Source: an optimization exercise on an open RTL-to-GDS flow (aim: small area, a short achievable clock period and few clock cycles). Production flows keep margins and buffers that such runs may drop. Function was not checked in any run shown here: the RTL went through the layout flow alone.

$ cat flow/config.mk
export PLATFORM = sky130hd
export DESIGN_NAME = recon_top_level
export DESIGN_NICKNAME = recon_top_level
export VERILOG_FILES = /design/flow/design.v
export SDC_FILE = /design/flow/constraint.sdc
export NUM_CORES = 4
export LEC_CHECK = 0
export CAP_MARGIN = 20
export CORE_MARGIN = 2
export CORE_UTILIZATION = 40
export SETUP_SLACK_MARGIN = 3
export SLEW_MARGIN = 20
$ cat flow/run.sh
#!/bin/bash
# synth_recipe.tcl (not shown) runs the flow's synth.tcl, then flattens the netlist and writes it again
# the make line also repeats each setting of config.mk as NAME=value (left out here)
make -C /OpenROAD-flow-scripts/flow DESIGN_CONFIG=/design/flow/config.mk WORK_HOME=/design/flow/orfs CLKGATE_MAP_FILE= SYNTH_SCRIPT=/design/flow/synth_recipe.tcl finish
$ cat flow/constraint.sdc
create_clock -name core_clock -period 8.5 [get_ports {clk}]
set_input_delay 1.7000 -clock core_clock [delete_from_list [all_inputs] [get_ports {clk}]]
set_output_delay 1.7000 -clock core_clock [all_outputs]
set_load 0.01 [all_outputs]
$ cat flow/design.v
module pfx_add15 (
  input  [14:0] a, b,
  input         cin,
  output [14:0] s,
  output        cout
);
  wire [15:0] g0 = {a & b, cin};
  wire [15:0] p0 = {a ^ b, 1'b0};
  wire [15:0] g1, p1, g2, p2, g3, p3, g4, p4;
  genvar i;
  generate
    for (i = 0; i < 16; i = i + 1) begin : l1
      if (i & 1) begin
        assign g1[i] = g0[i] | (p0[i] & g0[i-1]);
        assign p1[i] = p0[i] & p0[i-1];
      end else begin
        assign g1[i] = g0[i];
        assign p1[i] = p0[i];
      end
    end
    for (i = 0; i < 16; i = i + 1) begin : l2
      if (i & 2) begin
        assign g2[i] = g1[i] | (p1[i] & g1[(i & ~3) + 1]);
        assign p2[i] = p1[i] & p1[(i & ~3) + 1];
      end else begin
        assign g2[i] = g1[i];
        assign p2[i] = p1[i];
      end
    end
    for (i = 0; i < 16; i = i + 1) begin : l3
      if (i & 4) begin
        assign g3[i] = g2[i] | (p2[i] & g2[(i & ~7) + 3]);
        assign p3[i] = p2[i] & p2[(i & ~7) + 3];
      end else begin
        assign g3[i] = g2[i];
        assign p3[i] = p2[i];
      end
    end
    for (i = 0; i < 16; i = i + 1) begin : l4
      if (i & 8) begin
        assign g4[i] = g3[i] | (p3[i] & g3[7]);
        assign p4[i] = p3[i] & p3[7];
      end else begin
        assign g4[i] = g3[i];
        assign p4[i] = p3[i];
      end
    end
  endgenerate
  assign s    = p0[15:1] ^ g4[14:0];
  assign cout = g4[15];
endmodule
module wadd (
  input  [15:0] a, b,
  input         cin,
  output [15:0] r
);
  wire [14:0] lo;
  wire        c15;
  pfx_add15 u (.a(a[14:0]), .b(b[14:0]), .cin(cin), .s(lo), .cout(c15));
  assign r = {(a[15] == b[15]) ? a[15] : ~c15, lo};
endmodule
module wadd3 (
  input  [15:0] y, t0, t1, t2,
  input         cin0, cin1, cin2,
  input         three,
  output [15:0] r
);
  wire [14:0] L = y[14:0];
  wire [14:0] a = t0[14:0], b = t1[14:0], c = t2[14:0];
  wire [14:0] s1 = L ^ a ^ b;
  wire [15:0] k1 = {(L & a) | (L & b) | (a & b), cin0};
  wire [14:0] s2 = s1 ^ k1[14:0] ^ c;
  wire [15:0] k2 = {(s1 & k1[14:0]) | (s1 & c) | (k1[14:0] & c), cin1};
  wire [14:0] lo;
  wire        cpa_c;
  pfx_add15 u (.a(three ? s2 : L), .b(three ? k2[14:0] : a),
               .cin(three ? cin2 : cin0), .s(lo), .cout(cpa_c));
  wire [14:0] u0s, u1s;
  wire        c0, co2;
  pfx_add15 u0 (.a(L), .b(a), .cin(cin0), .s(u0s), .cout(c0));
  pfx_add15 u1 (.a(s1), .b(k1[14:0]), .cin(cin1), .s(u1s), .cout(co2));
  wire c1 = k1[15] ^ co2 ^ c0;
  wire c2 = k2[15] ^ cpa_c ^ co2;
  wire S1 = (y[15] == t0[15]) ? y[15] : ~c0;
  wire S2 = (S1 == t1[15]) ? S1 : ~c1;
  wire S3 = (S2 == t2[15]) ? S2 : ~c2;
  assign r = {three ? S3 : S1, lo};
endmodule
module recon_top_level #(parameter WIDTH = 15)(
  input  [WIDTH:0] Xo, Zo, Yo,
  input            clk,
  input            ext_reset,
  input  [1:0]     sel,
  output [WIDTH:0] mac_out,
  output [WIDTH:0] f,
  input            af_en,
  output           complete
);
  localparam [2:0] P_MAC = 3'd0, P_EXP = 3'd1, P_PRE1 = 3'd2, P_PRE2 = 3'd3,
                   P_DIV = 3'd4, P_IDLE = 3'd5;
  reg [15:0] X, Y, Z, M;
  reg [3:0]  cnt;
  reg [2:0]  ph;
  reg        s0, s1, af;       
  reg        done;
  assign mac_out  = M;
  assign f        = Z;
  assign complete = done;
  function [15:0] divop(input [15:0] w);
    divop = {w[15], w[14:0] >> 2};
  endfunction
  wire mac  = ph == P_MAC;
  wire hyp  = ph == P_EXP;
  wire dv   = ph == P_DIV;
  wire mac3 = mac && cnt != 4'd9;
  wire dy0 = mac ? Z[0] : dv ? ~Y[15] : Z[15];
  wire dy1 = mac3 & Z[1];
  wire dy2 = mac3 & Z[2];
  wire [31:0] xsx = {{16{X[15]}}, X} >> cnt;
  wire [31:0] ysx = {{16{Y[15]}}, Y} >> cnt;
  wire [15:0] xs = hyp ? xsx[15:0] : X;
  wire [15:0] ys = ysx[15:0];
  wire [15:0] t0 = xs ^ {16{dy0}};
  wire [15:0] t1 = mac3 ? ({X[15], X[15:1]} ^ {16{dy1}}) : 16'h0000;
  wire [15:0] t2 = mac3 ? ({{2{X[15]}}, X[15:2]} ^ {16{dy2}}) : 16'h0000;
  wire [15:0] y_n;
  wadd3 yadd (.y(Y), .t0(t0), .t1(t1), .t2(t2), .cin0(dy0), .cin1(dy1),
              .cin2(dy2), .three(mac3), .r(y_n));
  wire dx = hyp & Z[15];
  wire [15:0] x_n;
  wadd xadd (.a(X), .b(ys ^ {16{dx}}), .cin(dx), .r(x_n));
  reg [15:0] rz;
  always @*
    case (cnt)
      4'd1:  rz = 16'h0232;
      4'd2:  rz = 16'h0106;
      4'd3:  rz = 16'h0081;
      4'd4:  rz = 16'h0040;
      4'd5:  rz = 16'h0020;
      4'd6:  rz = 16'h0010;
      4'd7:  rz = 16'h0008;
      4'd8:  rz = 16'h0004;
      4'd9:  rz = 16'h0002;
      default: rz = 16'h0001;
    endcase
  wire [15:0] z_n;
  wadd zadd (.a(Z), .b(Z[15] ? rz : ~rz), .cin(~Z[15]), .r(z_n));
  wire       zin = Zo[15:11] == 5'b00000 || Zo[15:11] == 5'b11111;
  wire [9:0] dvec = zin ? {~Zo[2], ~Zo[3], ~Zo[4], ~Zo[5], ~Zo[6], ~Zo[7],
                           ~Zo[8], ~Zo[9], ~Zo[10], Zo[11]}
                        : {10{Zo[15]}};
  wire q = ~Y[15];
  always @(posedge clk) begin
    if (ext_reset) begin
      X    <= Xo;
      Y    <= Yo;
      Z    <= {6'b000000, dvec};
      s0   <= sel[0];
      s1   <= sel[1];
      af   <= af_en;
      cnt  <= 4'd0;
      ph   <= P_MAC;
      done <= 1'b0;
    end else begin
      case (ph)
        P_MAC: begin
          Y   <= y_n;
          X   <= {{3{X[15]}}, X[15:3]};
          Z   <= {3'b000, Z[15:3]};
          cnt <= cnt + 4'd3;
          if (cnt == 4'd9) begin
            M <= y_n;
            if (s1) begin
              Z    <= (s0 || !y_n[15]) ? y_n : 16'h0000;
              ph   <= P_IDLE;
              done <= 1'b1;
            end else if (!af) begin
              Z    <= s0 ? 16'h07fe : 16'h0002;
              ph   <= P_IDLE;
              done <= 1'b1;
            end else begin
              X   <= 16'h04d4;
              Y   <= 16'h0000;
              Z   <= y_n;
              cnt <= 4'd1;
              ph  <= P_EXP;
            end
          end
        end
        P_EXP: begin
          X   <= x_n;
          Y   <= y_n;
          Z   <= z_n;
          cnt <= cnt + 4'd1;
          if (cnt == 4'd10) begin
            cnt <= 4'd0;
            if (s0) begin
              X  <= divop(y_n);
              Y  <= divop(x_n);
              ph <= P_DIV;
            end else
              ph <= P_PRE1;
          end
        end
        P_PRE1: begin
          X  <= x_n;
          Y  <= 16'h0400;
          ph <= P_PRE2;
        end
        P_PRE2: begin
          X  <= divop(x_n);
          Y  <= divop(X);
          ph <= P_DIV;
        end
        P_DIV: begin
          Y   <= y_n;
          X   <= {X[15], X[15:1]};
          Z   <= {Z[14:0], q};
          cnt <= cnt + 4'd1;
          if (cnt == 4'd9) begin
            Z    <= {{5{~Z[8]}}, Z[7:0], q, 2'b10};
            ph   <= P_IDLE;
            done <= 1'b1;
          end
        end
        default: ;
      endcase
    end
  end
endmodule
==> impl_metrics.csv, run 1 <==
group,metric,value,unit
detailed_routing,drtIter0Drc,1515,
floorplanning,start_util,40.3,%
timing,setup_viol,0,
critical_path,worstPathMaxFanout,6,
timing,hold_viol_final,0,
clock_network,clock_latency,0.36,ns
synthesis,synth_area,10800,um2
detailed_routing,vias,11358,
synthesis,syn_nets,1504,
place,hpwl,29.5,mm
timing,period_share,70.1,%
synthesis,yosysTopAreaCellShare,17.0,%
timing,grt_setup_unrepaired,"true",
timing,drv_slew,0,
clock_network,clk_pin_slew_worst_paths,0.08,ns
floorplanning,die_h,168,um
floorplanning,die_w,168,um
detailed_routing,firstDrtPassIters,8,
grt,grt_max_degree,44,
layout,final_cells,1827,
timing,fin_crit,5.96,ns
layout,final_layout_size_suffix_gt1_share,19.2,%
critical_path,required,8.61,ns
synthesis,yosysUniqueCellTypes,81,
grt,grt_pass1_vias,10662,
synthesis,synth_area_leaders,"edfxtp_1, ha_1, fa_1",
timing,skew,0.0107,ns
detailed_routing,routedWlPerCell,22.9,um
grt,grt_usage,29.0,%
detailed_routing,ant_nets,0,
detailed_routing,drt_drc_violations_left,0,
timing,relSlewSlack,30.8,%
layout,nFillCells,2547,
grt,grt_antenna_before_repair,1,
min_path,hold_class,"register to register",
clock_network,clock_sinks,85,
synthesis,yosysWarningCount,1,
grt,grt_first_pass_wirelength,62.9,mm
place,gp_congestion,0.960,
critical_path,timing.rr.end,"X[15]$_DFFE_PP_",
clock_network,root_buffer,"clkbuf_16",
floorplanning,std_cell_rows,60,
synthesis,netlist.top_cell.by_area,"edfxtp_1",
synthesis,postSynthCellCount,1333,
layout,diodes,0,
synthesis,async_reset_ff_share,0,%
clock_network,cts_max_level,3,
place,post_dp_cell_area,11900,um2
job,drv_cap,0,
layout,regArea,2320,um2
critical_path,reg2reg_slack,2.54,ns
floorplanning,io_pins,86,
floorplanning,dieArea,28300,um2
detailed_routing,viasPerCell,6.22,
grt,grt-ovfl-total,0,
floorplanning,coreArea,26700,um2
critical_path,cp-end-kind,"register",
place,port_buffers,83,
synthesis,synth_edf_count,61,
critical_path,ff2ff_path_depth,22,
clock_network,numCtsBuffers,9,
place,place_inst,1692,
critical_path,path_class,"register to register",
timing,setup_tns,0,ns
critical_path,cp-endpoint,"X[15]$_DFFE_PP_",
detailed_routing,finalWirelength,41.8,mm
timing,worst_pin_slew,1.03,ns
synthesis,synth_ff_type,"edfxtp_1",
layout,final_cell_area,13800,um2
timing,fin_hold_ws,0.449,ns
layout,fin_nets,1652,
critical_path,worstSetupStartpoint,"cnt[0]$_SDFFE_PP0N_",
outcome,run_status,"timing/DRC/antenna clean",
clock_network,clk_path_buf_depth,2,
synthesis,syn_avg_cell_area,8.08,um2
layout,area_delta_synth_final,28.0,%
critical_path,reg2reg_from,"cnt[0]$_SDFFE_PP0N_",
timing,fmax,168,MHz
critical_path,cp.arrival,6.07,ns
clock_network,cts_tree,"yes",
critical_path,worstSetupStartpointType,"register",
synthesis,synth-seq-cells,85,
layout,multi_input_area,8250,um2
synthesis,yosysSeqAreaShare,21.5,%
==> logic make-up (layout without fill, tap and decap cells) <==
logic type	after synthesis	in the layout	share of synthesized area, %
DFF	85	85	21.5
adders and majority gates	120	120	16.7
muxes	48	48	5.91
buffers and inverters	177	330	6.45
xor gates and xnor gates	108	108	8.78
AOI/OAI and AO/OA	406	406	25.0
and+or+nand+nor	389	389	15.7
==> synth_stat cells (5+ instances only) <==
| master | n |
|---|---|
| o31a_1 | 5 |
| nor4_1 | 8 |
| o21a_1 | 13 |
| ha_1 | 78 |
| buf_2 | 8 |
| mux4_2 | 11 |
| o21bai_1 | 5 |
| mux2i_1 | 34 |
| nand2b_1 | 5 |
| nor3_1 | 19 |
| o221ai_1 | 11 |
| nand3_1 | 21 |
| fa_1 | 40 |
| and3_1 | 9 |
| xor2_1 | 31 |
| nand4_1 | 9 |
| o41ai_1 | 5 |
| nor2b_1 | 11 |
| a221oi_1 | 14 |
| a21oi_1 | 113 |
| buf_1 | 11 |
| o211ai_1 | 17 |
| and2_1 | 11 |
| xnor2_1 | 77 |
| a21o_1 | 14 |
| clkbuf_1 | 70 |
| o31ai_1 | 10 |
| a211oi_1 | 18 |
| edfxtp_1 | 61 |
| o2111ai_1 | 5 |
| nor2_1 | 117 |
| dfxtp_1 | 24 |
| inv_1 | 82 |
| o21ai_0 | 103 |
| a31oi_1 | 9 |
| nand2_1 | 162 |
| a221o_1 | 6 |
| o22ai_1 | 8 |
==> per-layer routing <==
layer,global-route usage [%],wire length [um],up-vias
met1,39.9,16900,5427
met5,0,9,-
met2,44.8,18600,708
li1,-,-,5102
met3,4.84,4430,119
met4,13.0,1860,2
==> metrics by stage <==
step / worst slack (ns) / util [%]
4_1_cts: 2.71 / 49.7
3_5_place_dp: 1.74 / 44.5
6_report: 2.54 / 51.6
2_1_floorplan: 3.00 / -
3_3_place_gp: 1.79 / 44.5
5_1_grt: 2.34 / 51.6
==> sequential cells by signal, summed over array words and instances, names as in the netlist <==
signal	count
Y	16
af	1
s1	1
rz	10
Z	16
done	1
ph	3
cnt	4
X	16
s0	1
M	16
==> worst max-delay path: stages, from the launching register on <==
cell       delay [ns]
dfxtp_4          0.37
buf_4            0.15
bufbuf_16        0.26
o311ai_1         0.44
o21ai_2          0.17
a211oi_2         0.28
a21oi_2          0.07
xnor2_2          0.17
fa_1             0.52
inv_1            0.06
fa_1             0.49
o21ai_1          0.07
ha_1             0.30
o21a_1           0.19
o31a_1           0.14
o41ai_4          0.48
a2111o_1         0.31
a21oi_2          0.08
nor2_2           0.14
xnor2_2          0.12
maj3_2           0.35
or2_4            0.24
a221o_1          0.31
==> layout by cell type (no fill, tap or decap), types with 10 or more instances in the layout <==
| cell type | instances |
|---|---|
| ha_1 | 77 |
| a21o_1 | 14 |
| nor2_1 | 112 |
| a21oi_1 | 104 |
| xor2_1 | 29 |
| nor3_1 | 18 |
| o211ai_1 | 17 |
| o21ai_1 | 10 |
| a211oi_1 | 12 |
| edfxtp_1 | 61 |
| nand3_1 | 21 |
| o21ai_2 | 11 |
| nand2_1 | 159 |
| fa_1 | 38 |
| mux4_2 | 12 |
| nor2b_1 | 10 |
| o21a_1 | 13 |
| clkdlybuf4s50_1 | 82 |
| buf_6 | 16 |
| and2_1 | 11 |
| mux2i_1 | 29 |
| o21ai_0 | 83 |
| o31ai_1 | 10 |
| dfxtp_1 | 18 |
| xnor2_1 | 69 |
| inv_1 | 78 |
| buf_4 | 119 |
==> cell type report <==
| type | count | area share, % |
|---|---|---|
| clock inverters | 7 | 0.553 |
| multi-input cells | 1071 | 59.9 |
| inverters | 84 | 2.35 |
| repair inverters | 2 | 0.0726 |
| repair buffers | 228 | 15.6 |
| flip-flops and latches | 85 | 16.9 |
| clock buffers | 9 | 1.63 |
| well taps | 341 | 3.09 |
==> how the worst min path moves through the flow <==
| stage | start | slack, ns | cells after the start | to |
|---|---|---|---|---|
| 2_1_floorplan | done$_SDFFE_PP0P_ | 0.47 | 2 | done$_SDFFE_PP0P_ |
| 3_3_place_gp | done$_SDFFE_PP0P_ | 0.44 | 2 | done$_SDFFE_PP0P_ |
| 3_5_place_dp | done$_SDFFE_PP0P_ | 0.44 | 2 | done$_SDFFE_PP0P_ |
| 4_1_cts | done$_SDFFE_PP0P_ | 0.46 | 2 | done$_SDFFE_PP0P_ |
| 5_1_grt | done$_SDFFE_PP0P_ | 0.48 | 2 | done$_SDFFE_PP0P_ |
| 6_report | done$_SDFFE_PP0P_ | 0.45 | 2 | done$_SDFFE_PP0P_ |
==> repair_timing <==
| item | CTS | global route |
|---|---|---|
| cloned | 6 | 0 |
| endpoints found under the setup margin | 53 | 42 |
| endpoints found under the hold margin | 0 | 0 |
| setup buffers | 91 | 22 |
| gates resized for setup | 79 | 67 |
| pin swaps | 37 | 44 |
| hold buffers | 0 | 0 |
==> run 2, diff against run 1 <==
--- a/flow/config.mk
+++ b/flow/config.mk
@@ -10,3 +10,2 @@
 export CORE_UTILIZATION = 40
-export SETUP_SLACK_MARGIN = 3
 export SLEW_MARGIN = 20
==> impl_metrics.csv, run 2 <==
group,metric,value,unit
detailed_routing,viasPerCell,6.18,
synthesis,synthSimpleGateAreaFrac,15.7,%
critical_path,ff2ff_path_depth,20,
clock_network,clk_path_buf_depth,2,
floorplanning,die_w,168,um
outcome,run_status,"timing/DRC/antenna clean",
floorplanning,io_pins,86,
timing,hold_viol_final,0,
layout,final_cells,1700,
timing,grt_setup_unrepaired,"false",
grt,grt_usage,27.3,%
floorplanning,dieArea,28300,um2
floorplanning,die_h,168,um
clock_network,clk_pin_slew_worst_paths,0.08,ns
floorplanning,coreArea,26700,um2
layout,diodes,0,
critical_path,worstSetupStartpoint,"cnt[1]$_SDFFE_PP0N_",
critical_path,cp-end-kind,"register",
synthesis,yosysTopAreaCellShare,17.0,%
synthesis,syn_avg_cell_area,8.08,um2
timing,relSlewSlack,14.9,%
place,gp_congestion,0.967,
synthesis,netlist.top_cell.by_area,"edfxtp_1",
layout,mostFrequentLayoutCell,"nand2_1",
clock_network,cts.repair.resized,0,
synthesis,synth-seq-cells,85,
grt,grt_pass1_vias,9858,
synthesis,synth-adder-area-share,16.7,%
synthesis,synth_ff_type,"edfxtp_1",
detailed_routing,ant_nets,0,
critical_path,cp.depth,20,
synthesis,yosysSeqAreaShare,21.5,%
detailed_routing,firstDrtPassIters,6,
critical_path,crit_buf_inv,3,
critical_path,cp_slowest_cell,"dfxtp_2",
timing,setup_tns,0,ns
clock_network,cts_tree,"yes",
critical_path,timing.rr.end,"Y[10]$_DFFE_PP_",
synthesis,synth_area_leaders,"edfxtp_1, ha_1, fa_1",
clock_network,root_buffer,"clkbuf_16",
synthesis,async_reset_ff_share,0,%
synthesis,yosysUniqueCellTypes,81,
layout,multi_input_area,7790,um2
synthesis,yosys.area_share.xor_xnor,8.78,%
critical_path,worstPathMaxFanout,44,
grt,grt-ovfl-total,0,
critical_path,reg2reg_slack,1.36,ns
synthesis,yosys-top-cells-count,"nand2_1, nor2_1, a21oi_1, o21ai_0, inv_1",
timing,setup_viol,0,
grt,grt_first_pass_wirelength,59.4,mm
clock_network,clock_latency,0.36,ns
timing,drv_slew,0,
job,drv_cap,0,
synthesis,syn_nets,1504,
synthesis,synth_area,10800,um2
place,port_buffers,83,
synthesis,muxShareOfSynthArea,5.91,%
grt,grt_max_degree,49,
clock_network,post_cts_buffers,0,
critical_path,path_cells,"inv_1 -> ha_1 -> and3b_1 -> buf_4 -> nor3_2 -> buf_4 -> nand2_1 -> fa_1 -> fa_1 -> a21oi_1 -> ha_1 -> nor2b_1 -> o31a_1 -> o41ai_1 -> a211o_1 -> o21bai_1 -> xnor2_1 -> o21ai_0 -> a211oi_1 -> a21oi_1",
clock_network,numCtsBuffers,9,
detailed_routing,drt_drc_violations_left,0,
clock_network,cts_max_level,3,
clock_network,postCtsHoldBufs,0,
critical_path,worstSetupStartpointType,"register",
timing,skew,0.0164,ns
layout,most-common-layout-cells,"nand2_1, nor2_1, a21oi_1, o21ai_0",
critical_path,cp.arrival,7.22,ns
detailed_routing,drtIter0Drc,1437,
layout,nFillCells,2640,
critical_path,cp-endpoint,"Y[10]$_DFFE_PP_",
grt,grt_antenna_before_repair,0,
timing,worst_pin_slew,1.27,ns
detailed_routing,finalWirelength,38.5,mm
floorplanning,std_cell_rows,60,
synthesis,synth_edf_count,61,
layout,area_delta_synth_final,12.7,%
critical_path,required,8.58,ns
synthesis,postSynthCellCount,1333,
detailed_routing,routedWlPerCell,22.7,um
layout,final_layout_size_suffix_gt1_share,5.74,%
synthesis,synth_compound_area_share,25.0,%
layout,fin_nets,1525,
critical_path,crit_family,"compound AO/OA/AOI/OAI gates",
synthesis,synth_top_family_by_area,"compound AO/OA/AOI/OAI gates",
min_path,min_path_cells,2,
min_path,hold_class,"register to register",
critical_path,reg2reg_from,"cnt[1]$_SDFFE_PP0N_",
place,place_inst,1684,
critical_path,path_class,"register to register",
critical_path,max_stage_delay,0.88,ns
synthesis,synth.most_common_cell,"nand2_1",
timing,period_share,84.0,%
layout,regArea,2310,um2
place,hpwl,29.1,mm
timing,fin_crit,7.14,ns
synthesis,yosysWarningCount,1,
detailed_routing,vias,10498,
floorplanning,start_util,40.3,%
clock_network,clock_sinks,85,
timing,fmax,140,MHz
## run 2: logic make-up (layout without fill, tap and decap cells)
family          Yosys count  in the layout
compound gates          406            406
simple gates            389            389
buf+inv                 177            203
fa+ha+maj               120            120
xor+xnor                108            108
flops                    85             85
mux                      48             48
## run 2: how the worst min path moves through the flow
stage | startpoint | endpoint | slack, ns
after floorplan | done$_SDFFE_PP0P_ | done$_SDFFE_PP0P_ | 0.47
after global placement | done$_SDFFE_PP0P_ | done$_SDFFE_PP0P_ | 0.44
after detailed placement | done$_SDFFE_PP0P_ | done$_SDFFE_PP0P_ | 0.44
after CTS | done$_SDFFE_PP0P_ | done$_SDFFE_PP0P_ | 0.46
after global routing | done$_SDFFE_PP0P_ | done$_SDFFE_PP0P_ | 0.50
final | done$_SDFFE_PP0P_ | done$_SDFFE_PP0P_ | 0.45
## run 2: layout make-up
class	count	share of cell area (%)
multi-input cells	1071	64.2
well taps	341	3.52
clock inverters	7	0.753
inverters	84	2.60
flip-flops and latches	85	19.1
clock buffers	9	1.86
repair buffers	103	8.04
## run 2: per-layer routing
layer | GRT usage, % | wire length [um]
met1 | 38.2 | 16300
met2 | 42.6 | 17000
met3 | 3.93 | 3700
met4 | 10.6 | 1460
met5 | 0 | 0
## run 2: metrics by stage
stage	setup slack, ns	hold WS [ns]	utilization [%]	instance area (um2)
after floorplan	2.52	0.470	-	10800
after global placement	1.60	0.441	44.2	11800
after detailed placement	1.46	0.442	44.2	11800
after CTS	1.42	0.457	45.4	12100
after global routing	0.838	0.504	45.4	12100
final	1.36	0.451	45.4	12100
## run 2: tightest hold or removal path, delay by kind of cell (launching register included)
kind | cells | cell delay (ns)
flops | 1 | 0.31
buf+inv | 1 | 0.05
compound gates | 1 | 0.05

[afterwards: timing with drivers on the ports]
In the flow no input, the clock included, has a driving cell. The finished layouts below were timed again as built, in two steps. Step 1: set_driving_cell puts a clkbuf_16 on clk and a buf_2 on each other input, an assumption about the parent block. Step 2, shift: input delay + t, output delay - t, t = (earliest + latest rising clock arrival at the registers) / 2. This alone moves slack from input paths to output paths. a / b / c = ideal ports / drivers / drivers and shift; a / b = the first two.
run	t (ns)	setup slack, ns	cell pins on the clock port's net
run 1	0.399	2.541 / 2.541 / 2.541	1
run 2	0.397	1.356 / 1.356 / 1.356	1
After both steps setup and hold are still met in every run listed.
